Background: an optimization exercise with open tools, aiming at small area and a short achievable clock period. Do not read the settings as production practice. Only simulation tests tie the RTL to the original design; equivalence was not proved.

==> flow/design.v (excerpt) <==
module processor(clk, rst, i_dataValid, i_packet, o_answer);
For scale: ~67 I/O pins, ~6800 um^2 of cells after synthesis.
==> flow/config.mk <==
export PLATFORM = sky130hd
export DESIGN_NAME = processor
export DESIGN_NICKNAME = processor
export VERILOG_FILES = /design/flow/design.v
export SDC_FILE = /design/flow/constraint.sdc
export NUM_CORES = 4
export LEC_CHECK = 0
export CAP_MARGIN = 20
export CORE_MARGIN = 2
export CORE_UTILIZATION = 60
export SLEW_MARGIN = 20
export SYNTH_HIERARCHICAL = 1
==> flow/constraint.sdc <==
create_clock -name core_clock -period 42.0 [get_ports {clk}]
set_input_delay 8.4000 -clock core_clock [delete_from_list [all_inputs] [get_ports {clk}]]
set_output_delay 8.4000 -clock core_clock [all_outputs]
set_load 0.01 [all_outputs]
standard.sh (not shown) runs the stock make flow with config.mk's settings and CLKGATE_MAP_FILE= SYNTH_SCRIPT=/design/flow/synth_recipe.tcl, a recipe that flattens the netlist after the stock synthesis.
==> flow/flow/run.sh <==
#!/bin/bash
# Standard layout, with plain buf_1 cells as the buffers that every input and output port gets,
# and timing repair asked to keep 26 ns of setup slack (a 16 ns path) so that the resizer
# buffers and sizes the critical path instead of leaving minimum-size gates on it.
set -euo pipefail
export BUFFER_PORTS_ARGS="-buffer_cell sky130_fd_sc_hd__buf_1"
export SETUP_SLACK_MARGIN=26
bash standard.sh > standard.log 2>&1
Rerun with:
--- a/flow/design.v
+++ b/flow/design.v
@@ -1,20 +1,30 @@
 module processor(clk, rst, i_dataValid, i_packet, o_answer);
   input clk;
   input rst;
   input i_dataValid;
   input [31:0] i_packet;
   output reg [31:0] o_answer;
   reg [6:0] rf;
   reg f;
   wire dir = i_packet[31];
-  wire [30:0] v = i_packet[30:0];
+  wire [30:0] v;
+  wire [3:0] g;
+  gctl uc0 (.vld(i_dataValid), .rst(rst), .g(g[0]));
+  gctl uc1 (.vld(i_dataValid), .rst(rst), .g(g[1]));
+  gctl uc2 (.vld(i_dataValid), .rst(rst), .g(g[2]));
+  gctl uc3 (.vld(i_dataValid), .rst(rst), .g(g[3]));
+  gate8 ug0 (.d(i_packet[7:0]), .g(g[0]), .q(v[7:0]));
+  gate8 ug1 (.d(i_packet[15:8]), .g(g[1]), .q(v[15:8]));
+  gate8 ug2 (.d(i_packet[23:16]), .g(g[2]), .q(v[23:16]));
+  gate8 ug3 (.d({1'b0, i_packet[30:24]}), .g(g[3]), .q({nc_unused, v[30:24]}));
+  wire nc_unused;
   wire [31:0] a = o_answer;
   wire [6:0] rneg = (rf == 7'd0) ? 7'd0 : 7'd100 - rf;
   wire [6:0] rin1 = f ? rf : rneg;        
   wire [6:0] rin0 = f ? rneg : rf;        
   wire [6:0] rin = dir ? rin1 : rin0;
   wire [9:0] c0 = v[11:2];
   wire [9:0] c1 = v[21:12];
   wire [8:0] c2 = v[30:22];
   wire [9:0] c1n = ~c1;
   wire [8:0] c2n = ~c2;
@@ -773,28 +783,23 @@
   wire no_680;
   xr2 uno_680 (.a(np_453), .b(nG_642), .y(no_680));
   wire no_681;
   xr2 uno_681 (.a(np_455), .b(nG_644), .y(no_681));
   wire no_682;
   xr2 uno_682 (.a(np_457), .b(nG_646), .y(no_682));
   wire no_683;
   xr2 uno_683 (.a(np_459), .b(nG_648), .y(no_683));
   wire [31:0] sum = {no_683, no_682, no_681, no_680, no_679, no_678, no_677, no_676, no_675, no_674, no_673, no_672, no_671, no_670, no_669, no_668, no_667, no_666, no_665, no_664, no_663, no_662, no_661, no_660, no_659, no_658, no_657, no_656, no_655, no_654, no_653, no_652};
   always @(posedge clk) begin
-    if (rst) begin
-      o_answer <= 32'd0;
-      rf <= 7'd50;
-    end else if (i_dataValid) begin
-      o_answer <= sum;
-      rf <= m;
-      f <= dir;
-    end
+    o_answer <= rst ? 32'd0 : sum;
+    rf <= rst ? 7'd50 : m;
+    f <= dir;
   end
 endmodule
 module ftab(input [4:0] f, output [4:0] rr);
   assign rr[0] = (f == 5'd2) | (f == 5'd3) | (f == 5'd5) | (f == 5'd6) | (f == 5'd8) | (f == 5'd9) | (f == 5'd11) | (f == 5'd12) | (f == 5'd15) | (f == 5'd18) | (f == 5'd21) | (f == 5'd24) | (f == 5'd27) | (f == 5'd28) | (f == 5'd30) | (f == 5'd31);
   assign rr[1] = (f == 5'd2) | (f == 5'd3) | (f == 5'd4) | (f == 5'd8) | (f == 5'd9) | (f == 5'd10) | (f == 5'd15) | (f == 5'd16) | (f == 5'd17) | (f == 5'd21) | (f == 5'd22) | (f == 5'd23) | (f == 5'd27) | (f == 5'd28) | (f == 5'd29);
   assign rr[2] = (f == 5'd2) | (f == 5'd3) | (f == 5'd4) | (f == 5'd5) | (f == 5'd6) | (f == 5'd7) | (f == 5'd15) | (f == 5'd16) | (f == 5'd17) | (f == 5'd18) | (f == 5'd19) | (f == 5'd20) | (f == 5'd27) | (f == 5'd28) | (f == 5'd29) | (f == 5'd30) | (f == 5'd31);
   assign rr[3] = (f == 5'd4) | (f == 5'd7) | (f == 5'd10) | (f == 5'd13) | (f == 5'd14) | (f == 5'd15) | (f == 5'd18) | (f == 5'd21) | (f == 5'd24) | (f == 5'd29);
   assign rr[4] = (f == 5'd1) | (f == 5'd3) | (f == 5'd6) | (f == 5'd9) | (f == 5'd12) | (f == 5'd14) | (f == 5'd17) | (f == 5'd20) | (f == 5'd23) | (f == 5'd26) | (f == 5'd28) | (f == 5'd31);
 endmodule
 module gctl(input vld, input rst, output g);
Effect:
- sequential cell count does not change
- via count decreases by 10%
- die area came out lower by 5.7%
- hold slack improved by 0.17 ns
- setup slack loses 0.15 ns
- clock skew is about the same
- non-clock buffer count does not change
- final area went down by 5.5%
- routed wire length decreases by 10%
- area after synthesis fell by 5.9%

afterwards: timing with drivers on the ports:
The results above use ideal ports. As a check the final layouts listed here were re-extracted and re-timed, cells and wires unchanged.
Step 1 assumes that a clkbuf_16 drives the clock port and a buf_2 every other input.
Step 2 also shifts input and output timing later by t, the mid clock arrival at the registers, as if the neighbouring blocks saw the same clock.
a / b / c = no drivers / after step 1 / after step 2; a / b = the first two.
run	shift t [ns]	slack for setup (ns)	hold WS [ns]	slew at the worst register clock pin (ns)	cell pins on the clock port's net
the first run	0.338	26.471 / 26.488 / 26.150	0.527 / 0.527 / 0.527	0.06 / 0.06	1
the second run	0.345	26.318 / 26.328 / 25.984	0.696 / 0.696 / 0.696	0.08 / 0.08	1
After both steps every run listed still meets setup and hold. For the second run, which loses most, drivers alone change the setup slack by +0.010 ns; drivers and shift together by -0.334 ns.
